Source: an optimization exercise on an open RTL-to-GDS flow (aim: small area). Production flows keep margins and buffers that such runs may drop. Function was checked by simulation only, so behaviour that the tests miss may differ from the original. Power figures rest on the tool's default switching activity, not on a simulated workload.

==> flow/design.v <==
module lpf_stage_sub	(	in_n,
				w_n,
				v,
				k,
				d_n);
input	[19:0]	in_n;
input	[19:0]	w_n;
input	[19:0]	v;
input	[3:0]	k;
output	[20:0]	d_n;
wire	[19:1]	s_n;
wire	[14:0]	keep;
wire	[20:0]	vm;
genvar j;
generate
	for (j = 0; j < 15; j = j + 1) begin : g_m
		assign keep[j] = (k <= j);
	end
endgenerate
assign vm = {v[19], v[19:15], v[14:0] & keep};
lpf_add_s	ADD_S	(	.x(in_n),
				.y(w_n),
				.s(s_n));
lpf_add_d	ADD_D	(	.x({s_n[19], s_n[19], s_n[19:1]}),
				.y(vm),
				.s(d_n));
endmodule
module lpf_stage_acc	(	v,
				d,
				k,
				en,
				vn);
input	[19:0]	v;
input	[20:0]	d;
input	[3:0]	k;
input		en;
output	[19:0]	vn;
wire signed	[20:0]	ds = d;
wire	[20:0]	shf = ds >>> k;
lpf_add_v	ADD_V	(	.x(v),
				.y(shf[19:0] & {20{en}}),
				.s(vn));
endmodule
module lpf_add_s	(	x,
			y,
			s);
input	[19:0]	x;
input	[19:0]	y;
output	[19:1]	s;
wire	[20:1]	c;
assign c[1] = x[0] | y[0];
genvar j;
generate
	for (j = 1; j < 20; j = j + 1) begin : g_s
		assign s[j] = x[j] ^ y[j] ^ c[j];
		assign c[j+1] = (x[j] & y[j]) | (c[j] & (x[j] ^ y[j]));
	end
endgenerate
endmodule
module lpf_add_d	(	x,
			y,
			s);
input	[20:0]	x;
input	[20:0]	y;
output	[20:0]	s;
wire	[21:0]	c;
assign c[0] = 1'b0;
genvar j;
generate
	for (j = 0; j < 21; j = j + 1) begin : g_d
		assign s[j] = x[j] ^ y[j] ^ c[j];
		assign c[j+1] = (x[j] & y[j]) | (c[j] & (x[j] ^ y[j]));
	end
endgenerate
endmodule
module lpf_add_v	(	x,
			y,
			s);
input	[19:0]	x;
input	[19:0]	y;
output	[19:0]	s;
wire	[20:0]	c;
assign c[0] = 1'b0;
genvar j;
generate
	for (j = 0; j < 20; j = j + 1) begin : g_v
		assign s[j] = x[j] ^ y[j] ^ c[j];
		assign c[j+1] = (x[j] & y[j]) | (c[j] & (x[j] ^ y[j]));
	end
endgenerate
endmodule
module lpf_cascade	(	clk,
				rst,
				sample_clk,
				k,
				vin,
				vout,
				vout_valid);
input		clk;
input		rst;
input		sample_clk;
input	[3:0]	k;
input	[13:0]	vin;
output	[19:0]	vout;
output		vout_valid;
reg		sample_clk_old;
reg	[13:0]	vin_h;
reg	[3:0]	k_h;
reg	[4:0]	ph;
reg		clr;
reg		pend;
reg		run;
reg		run2;
reg	[19:0]	V0, V1, V2, V3, V4;
reg	[19:0]	W0, W1, W2, W3, W4;
reg		d20;
wire		sample = sample_clk & !sample_clk_old;
wire		ph4 = ph[4];
wire	[19:0]	x = {vin_h, 6'b000000};
wire	[19:0]	in_n = ~(ph4 ? x : V1);
wire		w3_x = run2 & ph[0];
wire		w3_v = run2 & !ph[0];
wire		w3_w = !(run2 | clr);
wire	[20:0]	d_n;
wire	[19:0]	vn;
lpf_stage_sub	SUB	(	.in_n(in_n),
				.w_n(W0),
				.v(V0),
				.k(k_h),
				.d_n(d_n));
lpf_stage_acc	ACC	(	.v(V4),
				.d({d20, W4}),
				.k(k_h),
				.en(run2),
				.vn(vn));
assign vout = V3;
assign vout_valid = run & ph[2];
always @(posedge clk) begin
	sample_clk_old <= sample_clk & !rst;
	if (sample) begin
		vin_h <= vin;
		k_h <= k;
	end
	if (rst) begin
		ph <= 5'b00001;
		clr <= 1'b1;
		pend <= 1'b0;
		run <= 1'b0;
		run2 <= 1'b0;
	end else begin
		ph <= {ph[3:0], ph[4]};
		if (ph4) begin
			clr <= 1'b0;
			run <= pend | sample;
			pend <= 1'b0;
		end else begin
			pend <= pend | sample;
		end
		run2 <= run;
	end
	d20 <= !d_n[20];
	V0 <= V1;
	V1 <= V2;
	V2 <= V3;
	V3 <= (rst | clr) ? 20'd0 : vn;
	V4 <= V0;
	W0 <= W1;
	W1 <= W2;
	W2 <= W3;
	W3 <= ~(({20{w3_x}} & x) | ({20{w3_v}} & V0) | ({20{w3_w}} & W4));
	W4 <= ~(run ? d_n[19:0] : W0);
end
endmodule
==> flow/flow/run.sh <==
#!/bin/bash
# The standard layout (standard.sh) with three changes:
#  - synthesis uses ORFS's own scripts unchanged except ABC's area script,
#    which maps for area only (amap) instead of map with buffering and
#    sizing for delay; registers are mapped exactly as the standard
#    synthesis maps them (dfflibmap runs before ABC);
#  - each port gets a single buf_1 buffer;
#  - the clock tree is built from clkbuf_4 cells without dummy loads.
# Each tool's output goes to its own log file in this folder.
set -euo pipefail
rm -rf scripts_local
cp -r "$FLOW_HOME/scripts" scripts_local
printf 'strash\ndch\namap -F 4 -A 8\ntopo\n' > scripts_local/abc_area.script
SCRIPTS_DIR="$PWD/scripts_local" bash standard.sh synth > synth.log 2>&1
export BUFFER_PORTS_ARGS="-buffer_cell sky130_fd_sc_hd__buf_1"
export CTS_ARGS="-sink_clustering_enable -repair_clock_nets -dont_use_dummy_load -buf_list {sky130_fd_sc_hd__clkbuf_4} -sink_clustering_size 10 -sink_clustering_max_diameter 40"
bash standard.sh > standard.log 2>&1
==> flow/standard.sh <==
#!/bin/bash
# synth_recipe.tcl (not shown) runs the flow's synth.tcl, then flattens the netlist and writes it again
# the make line also repeats each setting of config.mk as NAME=value (left out here)
make -C /OpenROAD-flow-scripts/flow DESIGN_CONFIG=/design/flow/config.mk WORK_HOME=/design/flow/orfs CLKGATE_MAP_FILE= SYNTH_SCRIPT=/design/flow/synth_recipe.tcl "${@:-finish}"
==> flow/config.mk <==
export PLATFORM = sky130hd
export DESIGN_NAME = lpf_cascade
export DESIGN_NICKNAME = lpf_cascade
export VERILOG_FILES = /design/flow/design.v
export SDC_FILE = /design/flow/constraint.sdc
export NUM_CORES = 4
export LEC_CHECK = 0
export ABC_AREA = 1
export CAP_MARGIN = 20
export CORE_MARGIN = 2
export CORE_UTILIZATION = 65
export GPL_ROUTABILITY_DRIVEN = 0
export GPL_TIMING_DRIVEN = 0
export PLACE_DENSITY = 0.8
export SLEW_MARGIN = 20
export SYNTH_HIERARCHICAL = 1
export SYNTH_MINIMUM_KEEP_SIZE = 0
==> flow/constraint.sdc <==
create_clock -name core_clock -period 10.0 [get_ports {clk}]
set_input_delay 2.0000 -clock core_clock [delete_from_list [all_inputs] [get_ports {clk}]]
set_output_delay 2.0000 -clock core_clock [all_outputs]
set_load 0.01 [all_outputs]
==> results.yml, run 1 <==
cts:
  max-clock-path-buffers: 3
  clock_sinks: 229
  path_clk_slew_ps: 100
  numCtsBuffers: 27
  clk_latency_ps: 630
  htree_num_levels: 1
  tritoncts: "done"
  cts_root_buffer_type: "sky130_fd_sc_hd__clkbuf_4"
synthesis:
  synth_sequential_area_ratio_pct: 64.1
  synth-edff-count: 18
  synth.lib_cells_used.distinct: 25
  yosys.area.top_type: "sky130_fd_sc_hd__dfxtp_1"
  syn_area_um2: 7440
  mean_instance_size_in_the_synthesized_netlist_um2: 13.7
  yosysWarnings: 7
  synthesis.nets: 620
  syn-instance-count: 542
  synth_top_area_share_pct: 56.8
  flip_flop_and_latch_count_after_synthesis: 229
  post_synth_main_area_contributors: "sky130_fd_sc_hd__dfxtp_1 (57%), sky130_fd_sc_hd__fa_1 (15%), sky130_fd_sc_hd__edfxtp_1 (7.3%)"
  postSynth.topFlopCell: "sky130_fd_sc_hd__dfxtp_1"
  synth-async-reset-ratio_pct: 0
timing:
  final_max_slew_viol_count: 0
  layout_setup_ws_ps: 203
  period_share_pct: 98.0
  rsz_0062_raised_after_global_routing: "no"
  fin_crit_ps: 9800
  fmax_mhz: 102
  hold_violations: 0
  worst_pin_slew_ps: 975
  setup_viols_final: 0
  clock_tree_skew_after_final_layout_ps: 68.9
  worst_slew_margin_rel_pct: 34.9
setup_path:
  crit_path_end_kind: "flop"
  setup.worst_path.class: "flop to flop"
  slowest_stage: "sky130_fd_sc_hd__fa_1"
  r2r_cells: 26
  worst_path_fanout_max: 22
  worst_path_largest_cell_delay_ps: 520
  cell_type_with_the_highest_occurrence_count_on_the_critical_path: "sky130_fd_sc_hd__fa_1"
  internal_reg_to_reg_setup_slack_ps: 200
  required_ps: 10520
  setup.worst_path.start_class: "flop"
  worstPathArrival_ps: 10320
power:
  netSwitchingFraction_pct: 21.7
  net-switching-power_mw: 0.297
  cellLeakagePower_nw: 2.86
  power.share.clock_pct: 27.9
  power.internal_mw: 1.07
  sequentialPowerShare_pct: 68.5
  irDropWorstVdd_v: 0.000141
  power.density_nw_per_um2: 169
  comb_power_share_pct: 3.6
floorplanning:
  dieArea_um2: 12300
  initial_utilization_pct: 66.0
  ioPinCount: 42
  coreArea_um2: 11300
  num_rows: 39
  die_span_x_um: 111
  die_h_um: 111
place:
  io_buffer_count: 41
  placement.setup.worst_slack_ps: -753
  dpl_cell_area_um2: 7820
  dp.final_hpwl_um: 10300
grt:
  grt_overflow: 0
  grt_start_max_net_pins: 25
  first_global_vias: 4760
  grt_antenna_before_repair: 1
  grt_first_pass_wirelength_um: 24600
  grtUsageTotal_pct: 25.3
cells_and_area:
  stdcell_area_um2: 8090
  layout.nets: 699
  post_route_cells_drive_above_1_share_pct: 7.43
  area_growth_pct: 8.82
  number_of_filler_instances_in_the_final_layout: 778
  multiInputGateArea_um2: 2620
  seq_area_um2: 4770
routing:
  vias: 4636
  drt-total-wl_um: 15200
  drt-vias-per-instance: 6.08
  drtAntennaViolNets: 0
  drc: 0
  firstDrtPassIters: 8
  routed_wire_length_per_instance_um: 19.9
  initialDrtViolationCount: 530
outcome:
  run_status: "complete, no violations"
min_path:
  hold_path.class: "flop to flop"
  worstHoldPathCells: 0
run:
  max_cap_viol_count: 0
modules after synthesis, one instance, submodules excluded:
module / area [um^2] / copies in the design
lpf_add_v: 390 / 1
lpf_add_d: 410 / 1
lpf_cascade: 5420 / 1
lpf_stage_acc: 681 / 1
lpf_stage_sub: 153 / 1
lpf_add_s: 384 / 1
cell families (layout without fill, tap and decap cells):
kind of cell	count (synthesis)	after routing	synth area share, %
adders and majority gates	57	57	15.1
AOI/OAI and AO/OA	150	150	14.4
xor gates and xnor gates	1	1	0.118
and+or+nand+nor	88	88	5.43
other	0	1	0
buffers and inverters	17	94	0.858
DFF	229	229	64.1
synth_stat cells, types with 5 or more instances:
cell type                  instances
sky130_fd_sc_hd__dfxtp_1         211
sky130_fd_sc_hd__o22ai_1          64
sky130_fd_sc_hd__fa_1             55
sky130_fd_sc_hd__nor2_1           42
sky130_fd_sc_hd__nor2b_1          24
sky130_fd_sc_hd__a21oi_1          20
sky130_fd_sc_hd__o22a_1           19
sky130_fd_sc_hd__edfxtp_1         18
sky130_fd_sc_hd__clkinv_1         17
sky130_fd_sc_hd__nand2_1          17
sky130_fd_sc_hd__a222oi_1         14
sky130_fd_sc_hd__a22oi_1           7
sky130_fd_sc_hd__o21a_1            7
sky130_fd_sc_hd__o21ai_0           6
sky130_fd_sc_hd__o221a_1           5
layout by cell type (no fill, tap or decap):
cell type,synthesis,final
sky130_fd_sc_hd__a21boi_0,1,1
sky130_fd_sc_hd__a21oi_1,20,20
sky130_fd_sc_hd__a221oi_1,1,1
sky130_fd_sc_hd__a222oi_1,14,14
sky130_fd_sc_hd__a22o_1,3,3
sky130_fd_sc_hd__a22oi_1,7,7
sky130_fd_sc_hd__and3_1,1,1
sky130_fd_sc_hd__buf_1,0,41
sky130_fd_sc_hd__buf_4,0,6
sky130_fd_sc_hd__buf_6,0,2
sky130_fd_sc_hd__buf_8,0,1
sky130_fd_sc_hd__clkbuf_4,0,27
sky130_fd_sc_hd__clkinv_1,17,13
sky130_fd_sc_hd__clkinv_2,0,2
sky130_fd_sc_hd__clkinv_8,0,1
sky130_fd_sc_hd__clkinvlp_4,0,1
sky130_fd_sc_hd__dfxtp_1,211,210
sky130_fd_sc_hd__dfxtp_4,0,1
sky130_fd_sc_hd__diode_2,0,1
sky130_fd_sc_hd__edfxtp_1,18,18
sky130_fd_sc_hd__fa_1,55,54
sky130_fd_sc_hd__fa_2,0,1
sky130_fd_sc_hd__ha_1,2,2
sky130_fd_sc_hd__nand2_1,17,17
sky130_fd_sc_hd__nor2_1,42,38
sky130_fd_sc_hd__nor2_2,0,4
sky130_fd_sc_hd__nor2b_1,24,24
sky130_fd_sc_hd__nor3b_1,1,1
sky130_fd_sc_hd__o21a_1,7,7
sky130_fd_sc_hd__o21ai_0,6,6
sky130_fd_sc_hd__o221a_1,5,5
sky130_fd_sc_hd__o22a_1,19,19
sky130_fd_sc_hd__o22ai_1,64,64
sky130_fd_sc_hd__o311a_1,2,2
sky130_fd_sc_hd__o32ai_1,1,1
sky130_fd_sc_hd__or2_0,3,2
sky130_fd_sc_hd__or2_1,0,1
sky130_fd_sc_hd__xor2_1,1,1
layer usage:
layer	up-vias	track usage [%]	share of wire, %
li1	2120	-	-
met5	-	0	0
met1	2221	34.5	41
met3	41	4.16	8.2
met4	0	11.2	3.5
met2	254	40.7	47
flip-flops by register name, indices dropped and copies added, names as in the netlist, 14 cells and up:
name	flops
V2	20
W2	20
V0	20
V3	20
W1	20
V4	20
W0	20
vin_h	14
W4	20
W3	20
V1	20
critical path: cells and delay by family, from the launching register on:
family / cells / cell delay [ps]
fa+ha+maj: 21 / 8660
flops: 1 / 390
simple gates: 2 / 270
buf+inv: 2 / 200
compound gates: 1 / 180
path summary, 6_finish.rpt:
path               startpoint            end
min reg2reg     W2[1]$_DFF_P_  W1[1]$_DFF_P_
min             W2[1]$_DFF_P_  W1[1]$_DFF_P_
max reg2reg  ph[4]$_SDFF_PP0_    d20$_DFF_P_
max          ph[4]$_SDFF_PP0_    d20$_DFF_P_
power by group through the flow:
stage	registers, mW	clock network [mW]	logic [mW]
2_1_floorplan	0.958	0	0.0290
3_3_place_gp	0.961	0	0.0398
3_5_place_dp	0.961	0	0.0425
4_1_cts	0.939	0.393	0.0439
5_1_grt	0.939	0.427	0.0530
6_report	0.938	0.382	0.0489
cell type report:
| type | instances | share of cell area [%] |
|---|---|---|
| tap | 143 | 2.21 |
| antenna | 1 | 0.0309 |
| multi-input combinational | 296 | 32.4 |
| clock buffer | 27 | 2.50 |
| sequential | 229 | 58.9 |
| inverter | 17 | 1.02 |
| timing repair buffer | 50 | 2.92 |
repair_timing:
action                     in CTS  in global routing
pin swaps                       0                  0
resized for setup               6                  3
setup buffers                   1                  5
hold buffers                    0                  0
setup endpoints to repair       5                  4
metrics by stage:
stage	power, mW	utilization, %	hold WS [ps]	cells	TNS (ps)
after global routing	1.42	71.8	291	763	0
after CTS	1.38	71.3	285	757	0
final	1.37	71.8	286	763	0
after detailed placement	1.00	69.3	312	729	-2450
after floorplan	0.987	-	310	542	0
after global placement	1.00	68.9	310	726	-1490
==> inputs of run 2 (changes only) <==
--- a/flow/design.v
+++ b/flow/design.v
@@ -35,10 +35,20 @@
 input	[3:0]	k;
 input		en;
 output	[19:0]	vn;
-wire signed	[20:0]	ds = d;
-wire	[20:0]	shf = ds >>> k;
+wire		s8 = en & k[3];
+wire		s0 = en & !k[3];
+wire	[20:0]	t1, t2, t3, t4;
+genvar j;
+generate
+	for (j = 0; j < 21; j = j + 1) begin : g_sh
+		assign t1[j] = k[0] ? d[(j + 1 > 20) ? 20 : j + 1] : d[j];
+		assign t2[j] = k[1] ? t1[(j + 2 > 20) ? 20 : j + 2] : t1[j];
+		assign t3[j] = k[2] ? t2[(j + 4 > 20) ? 20 : j + 4] : t2[j];
+		assign t4[j] = (s8 & t3[(j + 8 > 20) ? 20 : j + 8]) | (s0 & t3[j]);
+	end
+endgenerate
 lpf_add_v	ADD_V	(	.x(v),
-				.y(shf[19:0] & {20{en}}),
+				.y(t4[19:0]),
 				.s(vn));
 endmodule
 module lpf_add_s	(	x,
==> run 2 against run 1 <==
Against the previous run: final cell count decreased by 1.8%; via count fell by 0.37%; global-route usage hardly changed.
==> results.yml, run 2 <==
outcome:
  run_status: "complete, no violations"
cells_and_area:
  postLayoutCoreUtil_pct: 73.0
  number_of_filler_instances_in_the_final_layout: 743
  layout.cells.most_common: "sky130_fd_sc_hd__dfxtp_1"
  layout.nets: 688
  area_growth_pct: 8.59
  stdcell_area_um2: 8020
  final_cell_count_no_fill: 749
  post_route_cells_drive_above_1_share_pct: 7.07
  multiInputGateArea_um2: 2550
  most_frequent_cells_in_the_layout: "sky130_fd_sc_hd__dfxtp_1 (210), sky130_fd_sc_hd__o22ai_1 (63), sky130_fd_sc_hd__fa_1 (55), sky130_fd_sc_hd__buf_1 (41), sky130_fd_sc_hd__clkbuf_4 (27)"
  seq_area_um2: 4770
synthesis:
  post_synth_xor_area_fraction_pct: 0
  combinational_family_with_the_most_area_after_synthesis: "adder cells"
  synthSimpleGateAreaFrac_pct: 4.92
  yosys.area.top_type: "sky130_fd_sc_hd__dfxtp_1"
  syn-instance-count: 532
  synth.lib_cells_used.distinct: 24
  muxShareOfSynthArea_pct: 0
  post_synth_main_area_contributors: "sky130_fd_sc_hd__dfxtp_1 (57%), sky130_fd_sc_hd__fa_1 (15%), sky130_fd_sc_hd__edfxtp_1 (7.3%)"
  synthesis.nets: 610
  flip_flop_and_latch_count_after_synthesis: 229
  synthAdderAreaFrac_pct: 15.3
  synth_most_common_cell: "sky130_fd_sc_hd__dfxtp_1"
  synth_sequential_area_ratio_pct: 64.6
  yosysWarnings: 7
  mean_instance_size_in_the_synthesized_netlist_um2: 13.9
  syn_area_um2: 7380
  synth-async-reset-ratio_pct: 0
  postSynth.topFlopCell: "sky130_fd_sc_hd__dfxtp_1"
  synth_top_area_share_pct: 57.2
  area_fraction_in_compound_gates_after_synthesis_pct: 14.3
  post_synth_most_frequent_cells: "sky130_fd_sc_hd__dfxtp_1 (211), sky130_fd_sc_hd__o22ai_1 (63), sky130_fd_sc_hd__fa_1 (55)"
  synth-edff-count: 18
routing:
  dr.max_layer_used: "met4"
  initialDrtViolationCount: 479
  drt-vias-per-instance: 6.17
  met3_length_um: 1060
  met2_length_um: 7570
  firstDrtPassIters: 6
  vias: 4619
  drtAntennaViolNets: 0
  routed_wire_length_per_instance_um: 20.3
  drc: 0
  drt-total-wl_um: 15200
  m1WireLength_um: 6040
setup_path:
  setup.worst_path.class: "flop to flop"
  worst_path_fanout_max: 22
  worstPathArrival_ps: 10300
  required_ps: 10530
  setup.worst_path.start_class: "flop"
  crit_path_end_kind: "flop"
timing:
  setup_viols_final: 0
  final_max_slew_viol_count: 0
  fin_crit_ps: 9760
  post_route_worst_hold_slack_ps: 319
  period_share_pct: 97.6
  worst_slew_margin_rel_pct: 34.2
  fmax_mhz: 102
  rsz_0062_raised_after_global_routing: "no"
  timing.setup.tns_ps: 0
  clock_tree_skew_after_final_layout_ps: 47.3
  layout_setup_ws_ps: 239
  hold_violations: 0
  worst_pin_slew_ps: 986
cts:
  htree_num_levels: 1
  cts_root_buffer_type: "sky130_fd_sc_hd__clkbuf_4"
  hold_buffers: 0
  clk_latency_ps: 640
  max-clock-path-buffers: 3
  numCtsBuffers: 27
  tritoncts: "done"
  path_clk_slew_ps: 100
  clock_sinks: 229
floorplanning:
  die_span_x_um: 111
  initial_utilization_pct: 67.2
  dieArea_um2: 12200
  num_rows: 38
  coreArea_um2: 11000
  die_h_um: 111
  ioPinCount: 42
power:
  cellLeakagePower_nw: 2.82
  power.density_nw_per_um2: 170
  irDropWorstVdd_v: 0.000123
  fin_total_pwr_mw: 1.37
grt:
  grt_first_pass_wirelength_um: 24600
  grt_overflow: 0
  grt_antenna_before_repair: 0
  grtUsageTotal_pct: 25.3
  grt_start_max_net_pins: 27
  first_global_vias: 4863
place:
  io_buffer_count: 41
  dpl_cell_area_um2: 7750
  dp.final_hpwl_um: 10400
  placed_cell_count: 716
  placement.setup.worst_slack_ps: -757
run:
  max_cap_viol_count: 0
min_path:
  hold_path.class: "flop to flop"
## run 2: layout make-up
cell class | instances | share of cell area, %
sequential | 229 | 59.5
multi-input combinational | 284 | 31.9
timing repair buffer | 49 | 2.81
clock buffer | 27 | 2.53
tap | 140 | 2.19
inverter | 19 | 1.08
antenna | 1 | 0.0312
## run 2: worst max-delay path, cell delays in order (launching register included)
cell and delay (ps):
sky130_fd_sc_hd__dfxtp_4 410, sky130_fd_sc_hd__clkinv_8 130, sky130_fd_sc_hd__nand2_1 60, sky130_fd_sc_hd__or2_0 220, sky130_fd_sc_hd__fa_1 380, sky130_fd_sc_hd__fa_1 400, sky130_fd_sc_hd__fa_1 420, sky130_fd_sc_hd__fa_1 410
sky130_fd_sc_hd__fa_1 400, sky130_fd_sc_hd__fa_1 410, sky130_fd_sc_hd__fa_1 420, sky130_fd_sc_hd__fa_1 400, sky130_fd_sc_hd__fa_1 390, sky130_fd_sc_hd__fa_1 390, sky130_fd_sc_hd__fa_1 400, sky130_fd_sc_hd__fa_1 400
sky130_fd_sc_hd__fa_1 400, sky130_fd_sc_hd__fa_1 400, sky130_fd_sc_hd__fa_1 420, sky130_fd_sc_hd__fa_1 400, sky130_fd_sc_hd__fa_1 420, sky130_fd_sc_hd__fa_1 490, sky130_fd_sc_hd__fa_1 430, sky130_fd_sc_hd__fa_1 430
sky130_fd_sc_hd__fa_1 400, sky130_fd_sc_hd__a21oi_1 170, sky130_fd_sc_hd__clkinv_1 80
## run 2: kinds of logic (layout without fill, tap and decap cells)
group,count (synthesis),count (layout)
AOI/OAI and AO/OA,151,151
adders and majority gates,57,57
buffers and inverters,19,95
DFF,229,229
other,0,1
and+or+nand+nor,76,76
## run 2: worst paths after layout
check,start,endpoint,slack [ps],cells past startpoint
max,ph[4]$_SDFF_PP0_,d20$_DFF_P_,240,26
min,W2[4]$_DFF_P_,W1[4]$_DFF_P_,320,0
max reg2reg,ph[4]$_SDFF_PP0_,d20$_DFF_P_,240,26
min reg2reg,W2[4]$_DFF_P_,W1[4]$_DFF_P_,320,0
## run 2: what timing repair did
item,in CTS,in global routing
setup buffers,1,4
setup endpoints to repair,5,4
gates cloned,0,0
gates resized for setup,5,3
## run 2: metal layers
metal	vias up	GRT usage [%]
met4	0	8.75
met1	2250	33.6
met2	236	43.1
met5	-	0
met3	55	3.68
li1	2078	-
## run 2: Yosys stat by module (local to each module, per instance)
module	cells inside	times used	area [um^2]
lpf_add_d	24	1	410
lpf_add_s	23	1	384
lpf_add_v	23	1	390
lpf_cascade	333	1	5420
lpf_stage_acc	99	1	624
lpf_stage_sub	30	1	153
## run 2: power by group
group | internal [mW] | switching, mW
sequential | 0.930 | 0.00739
combinational | 0.0161 | 0.0273
clock | 0.124 | 0.260
==> inputs of run 3 (changes only) <==
--- a/flow/design.v
+++ b/flow/design.v
@@ -32,23 +32,22 @@
 				vn);
 input	[19:0]	v;
 input	[20:0]	d;
-input	[3:0]	k;
+input	[2:0]	k;
 input		en;
 output	[19:0]	vn;
-wire		s8 = en & k[3];
-wire		s0 = en & !k[3];
-wire	[20:0]	t1, t2, t3, t4;
+wire		s4 = en & k[2];
+wire		s0 = en & !k[2];
+wire	[20:0]	t1, t2, t3;
 genvar j;
 generate
 	for (j = 0; j < 21; j = j + 1) begin : g_sh
 		assign t1[j] = k[0] ? d[(j + 1 > 20) ? 20 : j + 1] : d[j];
 		assign t2[j] = k[1] ? t1[(j + 2 > 20) ? 20 : j + 2] : t1[j];
-		assign t3[j] = k[2] ? t2[(j + 4 > 20) ? 20 : j + 4] : t2[j];
-		assign t4[j] = (s8 & t3[(j + 8 > 20) ? 20 : j + 8]) | (s0 & t3[j]);
+		assign t3[j] = (s4 & t2[(j + 4 > 20) ? 20 : j + 4]) | (s0 & t2[j]);
 	end
 endgenerate
 lpf_add_v	ADD_V	(	.x(v),
-				.y(t4[19:0]),
+				.y(t3[19:0]),
 				.s(vn));
 endmodule
 module lpf_add_s	(	x,
@@ -133,6 +132,15 @@
 wire		w3_w = !(run2 | clr);
 wire	[20:0]	d_n;
 wire	[19:0]	vn;
+wire	[19:0]	d_n8;
+wire		w4_8 = run & k_h[3];
+wire		w4_0 = run & !k_h[3];
+genvar j;
+generate
+	for (j = 0; j < 20; j = j + 1) begin : g_d8
+		assign d_n8[j] = d_n[(j + 8 > 20) ? 20 : j + 8];
+	end
+endgenerate
 lpf_stage_sub	SUB	(	.in_n(in_n),
 				.w_n(W0),
 				.v(V0),
@@ -140,7 +148,7 @@
 				.d_n(d_n));
 lpf_stage_acc	ACC	(	.v(V4),
 				.d({d20, W4}),
-				.k(k_h),
+				.k(k_h[2:0]),
 				.en(run2),
 				.vn(vn));
 assign vout = V3;
@@ -178,6 +186,6 @@
 	W1 <= W2;
 	W2 <= W3;
 	W3 <= ~(({20{w3_x}} & x) | ({20{w3_v}} & V0) | ({20{w3_w}} & W4));
-	W4 <= ~(run ? d_n[19:0] : W0);
+	W4 <= ~(({20{w4_8}} & d_n8) | ({20{w4_0}} & d_n[19:0]) | ({20{!run}} & W0));
 end
 endmodule
==> run 3 against run 2 <==
Against the previous run: combinational power down 7.8%; synthesized cell count down 5.6%; largest cell class unchanged; highest routed layer unchanged; register-to-register slack about the same.
==> results.yml, run 3 <==
cts:
  path_clk_slew_ps: 110
  tritoncts: "done"
  max-clock-path-buffers: 3
  cts_root_buffer_type: "sky130_fd_sc_hd__clkbuf_4"
  hold_buffers: 0
  clock_sinks: 229
  numCtsBuffers: 27
  clk_latency_ps: 640
  htree_num_levels: 1
timing:
  hold_violations: 0
  period_share_pct: 97.8
  clock_tree_skew_after_final_layout_ps: 38.5
  setup_viols_final: 0
  worst_pin_slew_ps: 1030
  post_route_worst_hold_slack_ps: 308
  worst_slew_margin_rel_pct: 31.0
  timing.setup.tns_ps: 0
  final_max_slew_viol_count: 0
  fin_crit_ps: 9780
  fmax_mhz: 102
  rsz_0062_raised_after_global_routing: "no"
synthesis:
  synth.lib_cells_used.distinct: 24
  postSynth.topFlopCell: "sky130_fd_sc_hd__dfxtp_1"
  synth_top_area_share_pct: 58.0
  flip_flop_and_latch_count_after_synthesis: 229
  synth-edff-count: 18
  syn-instance-count: 502
  yosysWarnings: 7
  synthesis.nets: 580
  synth_most_common_cell: "sky130_fd_sc_hd__dfxtp_1"
  yosys.area.top_type: "sky130_fd_sc_hd__dfxtp_1"
  post_synth_most_frequent_cells: "sky130_fd_sc_hd__dfxtp_1 (211), sky130_fd_sc_hd__fa_1 (55), sky130_fd_sc_hd__o22ai_1 (48)"
  synth-async-reset-ratio_pct: 0
  synth_sequential_area_ratio_pct: 65.4
  post_synth_main_area_contributors: "sky130_fd_sc_hd__dfxtp_1 (58%), sky130_fd_sc_hd__fa_1 (15%), sky130_fd_sc_hd__edfxtp_1 (7.4%)"
  mean_instance_size_in_the_synthesized_netlist_um2: 14.5
  syn_area_um2: 7280
place:
  io_buffer_count: 41
  dp.final_hpwl_um: 10600
  dpl_cell_area_um2: 7680
cells_and_area:
  insertedDiodeCount: 0
  most_frequent_cells_in_the_layout: "sky130_fd_sc_hd__dfxtp_1 (210), sky130_fd_sc_hd__o22ai_1 (48), sky130_fd_sc_hd__buf_1 (41), sky130_fd_sc_hd__fa_1 (38), sky130_fd_sc_hd__a222oi_1 (34)"
  postLayoutCoreUtil_pct: 73.4
  stdcell_area_um2: 7990
  layout.cells.most_common: "sky130_fd_sc_hd__dfxtp_1"
  layout.nets: 657
  post_route_cells_drive_above_1_share_pct: 10.7
  area_growth_pct: 9.64
routing:
  drtAntennaViolNets: 0
  dr.max_layer_used: "met4"
  firstDrtPassIters: 6
  routed_wire_length_per_instance_um: 21.5
  drt-total-wl_um: 15400
  initialDrtViolationCount: 522
  met3_length_um: 1320
  drt-vias-per-instance: 6.38
  drc: 0
  m1WireLength_um: 5960
  vias: 4572
  met2_length_um: 7510
setup_path:
  internal_reg_to_reg_setup_slack_ps: 220
  cell_type_with_the_highest_occurrence_count_on_the_critical_path: "sky130_fd_sc_hd__fa_1"
  worst_path_largest_cell_delay_ps: 470
  timing.critical_path.max_delay_family: "adder cells"
  crit-reg2reg-launch: "ph[4]$_SDFF_PP0_"
  r2r_cells: 27
  crit_path_end_kind: "flop"
  required_ps: 10480
  buf_inv_stages_crit_path: 1
  slowest_stage: "sky130_fd_sc_hd__fa_1"
  setup.worst_path.class: "flop to flop"
  setup.worst_path.start_class: "flop"
  r2r_end: "W4[16]$_DFF_P_"
  worstPathArrival_ps: 10260
  worst_path_fanout_max: 11
min_path:
  hold_path.class: "flop to flop"
  min-delay-start: "W3[1]$_DFF_P_"
  worst_hold_path.endpoint: "W2[1]$_DFF_P_"
  worstHoldPathCells: 0
power:
  power.internal_mw: 1.07
  netSwitchingFraction_pct: 21.9
  power.share.clock_pct: 28.5
  net-switching-power_mw: 0.300
  fin_total_pwr_mw: 1.37
  power.density_nw_per_um2: 172
  cellLeakagePower_nw: 2.91
  irDropWorstVdd_v: 0.000167
  sequentialPowerShare_pct: 68.6
  comb_power_share_pct: 2.9
floorplanning:
  initial_utilization_pct: 66.9
  num_rows: 38
  ioPinCount: 42
  dieArea_um2: 12100
  die_h_um: 110
  coreArea_um2: 10900
  die_span_x_um: 110
run:
  max_cap_viol_count: 0
grt:
  grtUsageTotal_pct: 27.0
  first_global_vias: 4758
  grt_start_max_net_pins: 27
  grt_first_pass_wirelength_um: 24300
  grt_antenna_before_repair: 0
  grt_overflow: 0
outcome:
  run_status: "complete, no violations"
[run 3: cell count changes after synthesis, sizes merged, moves of 5 or more]
cell and delta:
o21ai -7, o22ai -15, a222oi +20, clkinv -5, o22a -7, a21oi -5
[run 3: power groups by stage]
| stage | logic (mW) | clock network, mW | registers (mW) |
|---|---|---|---|
| after floorplan | 0.0236 | 0 | 0.959 |
| after global placement | 0.0330 | 0 | 0.961 |
| after detailed placement | 0.0364 | 0 | 0.962 |
| after CTS | 0.0375 | 0.394 | 0.940 |
| after global routing | 0.0432 | 0.426 | 0.942 |
| final | 0.0400 | 0.391 | 0.940 |
[run 3: kinds of logic (layout without fill, tap and decap cells)]
kind of cell    after synthesis  after routing  synth area share, %
flops                       229            229                 65.4
compound gates              131            131                 13.7
simple gates                 71             71                 4.76
fa+ha+maj                    57             57                 15.5
buf+inv                      14             89                0.721
[run 3: repair_timing]
action	in CTS	in global routing
setup endpoints to repair	13	11
cloned	0	1
setup buffers	1	1
pin swaps	2	4
resized for setup	18	9
[run 3: worst reg2reg max path: stages, from the launching register on]
cell	delay [ps]
sky130_fd_sc_hd__dfxtp_4	400
sky130_fd_sc_hd__clkinv_8	90
sky130_fd_sc_hd__nand2_1	50
sky130_fd_sc_hd__or2_0	220
sky130_fd_sc_hd__fa_1	390
sky130_fd_sc_hd__fa_1	400
sky130_fd_sc_hd__fa_2	360
sky130_fd_sc_hd__fa_1	400
sky130_fd_sc_hd__fa_1	410
sky130_fd_sc_hd__fa_2	360
sky130_fd_sc_hd__fa_2	360
sky130_fd_sc_hd__fa_2	440
sky130_fd_sc_hd__fa_2	350
sky130_fd_sc_hd__fa_1	390
sky130_fd_sc_hd__fa_1	410
sky130_fd_sc_hd__fa_2	370
sky130_fd_sc_hd__fa_1	410
sky130_fd_sc_hd__fa_1	470
sky130_fd_sc_hd__fa_1	420
sky130_fd_sc_hd__fa_1	390
sky130_fd_sc_hd__fa_1	390
sky130_fd_sc_hd__fa_2	360
sky130_fd_sc_hd__fa_1	400
sky130_fd_sc_hd__fa_2	360
sky130_fd_sc_hd__fa_2	400
sky130_fd_sc_hd__nor2_4	150
sky130_fd_sc_hd__a21oi_4	90
sky130_fd_sc_hd__a222oi_1	400
[run 3: Yosys stat by module (local to each module, per instance)]
module | copies in the design | flops+latches | area [um^2]
lpf_add_d | 1 | 0 | 410
lpf_add_s | 1 | 0 | 384
lpf_add_v | 1 | 0 | 390
lpf_cascade | 1 | 229 | 5500
lpf_stage_acc | 1 | 0 | 443
lpf_stage_sub | 1 | 0 | 153
[run 3: worst max path at each step]
stage	startpoint	end	slack, ps	depth (start not counted)
6_report	ph[4]$_SDFF_PP0_	W4[16]$_DFF_P_	220	27
5_1_grt	ph[4]$_SDFF_PP0_	W4[16]$_DFF_P_	30	27
4_1_cts	ph[4]$_SDFF_PP0_	W4[15]$_DFF_P_	7	27
3_5_place_dp	ph[4]$_SDFF_PP0_	W4[15]$_DFF_P_	-1420	26
3_3_place_gp	ph[4]$_SDFF_PP0_	W4[19]$_DFF_P_	-1200	26
2_1_floorplan	ph[4]$_SDFF_PP0_	W4[12]$_DFF_P_	180	26
[run 3: final cells by class]
cell class | count | area, um^2
flip-flops and latches | 229 | 4770
inverters | 14 | 66.3
repair inverters | 1 | 8.76
well taps | 140 | 175
clock buffers | 27 | 203
repair buffers | 47 | 221
fillers | 706 | 2900
multi-input cells | 259 | 2540
[run 3: through the flow]
stage,setup slack (ps),cells
after global placement,-1200,683
final,225,717
after floorplan,180,502
after detailed placement,-1420,687
after global routing,30.0,717
after CTS,7.03,715
[run 3: per-layer routing]
| metal | vias up | track usage, % |
|---|---|---|
| li1 | 2011 | - |
| met5 | - | 0 |
| met2 | 256 | 45.0 |
| met3 | 54 | 4.09 |
| met1 | 2251 | 35.4 |
| met4 | 0 | 11.0 |

[re-timing with driven ports]
How much do the figures lean on ideal ports? The routed layouts below were timed once more, with nothing changed but the port constraints.
Step 1: set_driving_cell puts a clkbuf_16 on clk and a buf_2 on each other input, an assumption about the parent block.
Step 2 also shifts input and output timing later by t, the mid clock arrival at the registers, as if the neighbouring blocks saw the same clock.
a / b / c = ideal / step 1 / step 2; a / b = the first two.
run	t, ns	setup WS [ns]	worst setup path after step 2	slew at the worst register clock pin (ns)
run 1	0.627	0.203 / 0.203 / 0.203	register to register	0.10 / 0.10
run 2	0.652	0.239 / 0.239 / 0.239	register to register	0.11 / 0.11
run 3	0.651	0.225 / 0.225 / 0.225	register to register	0.11 / 0.11
After both steps every run listed still meets setup and hold.
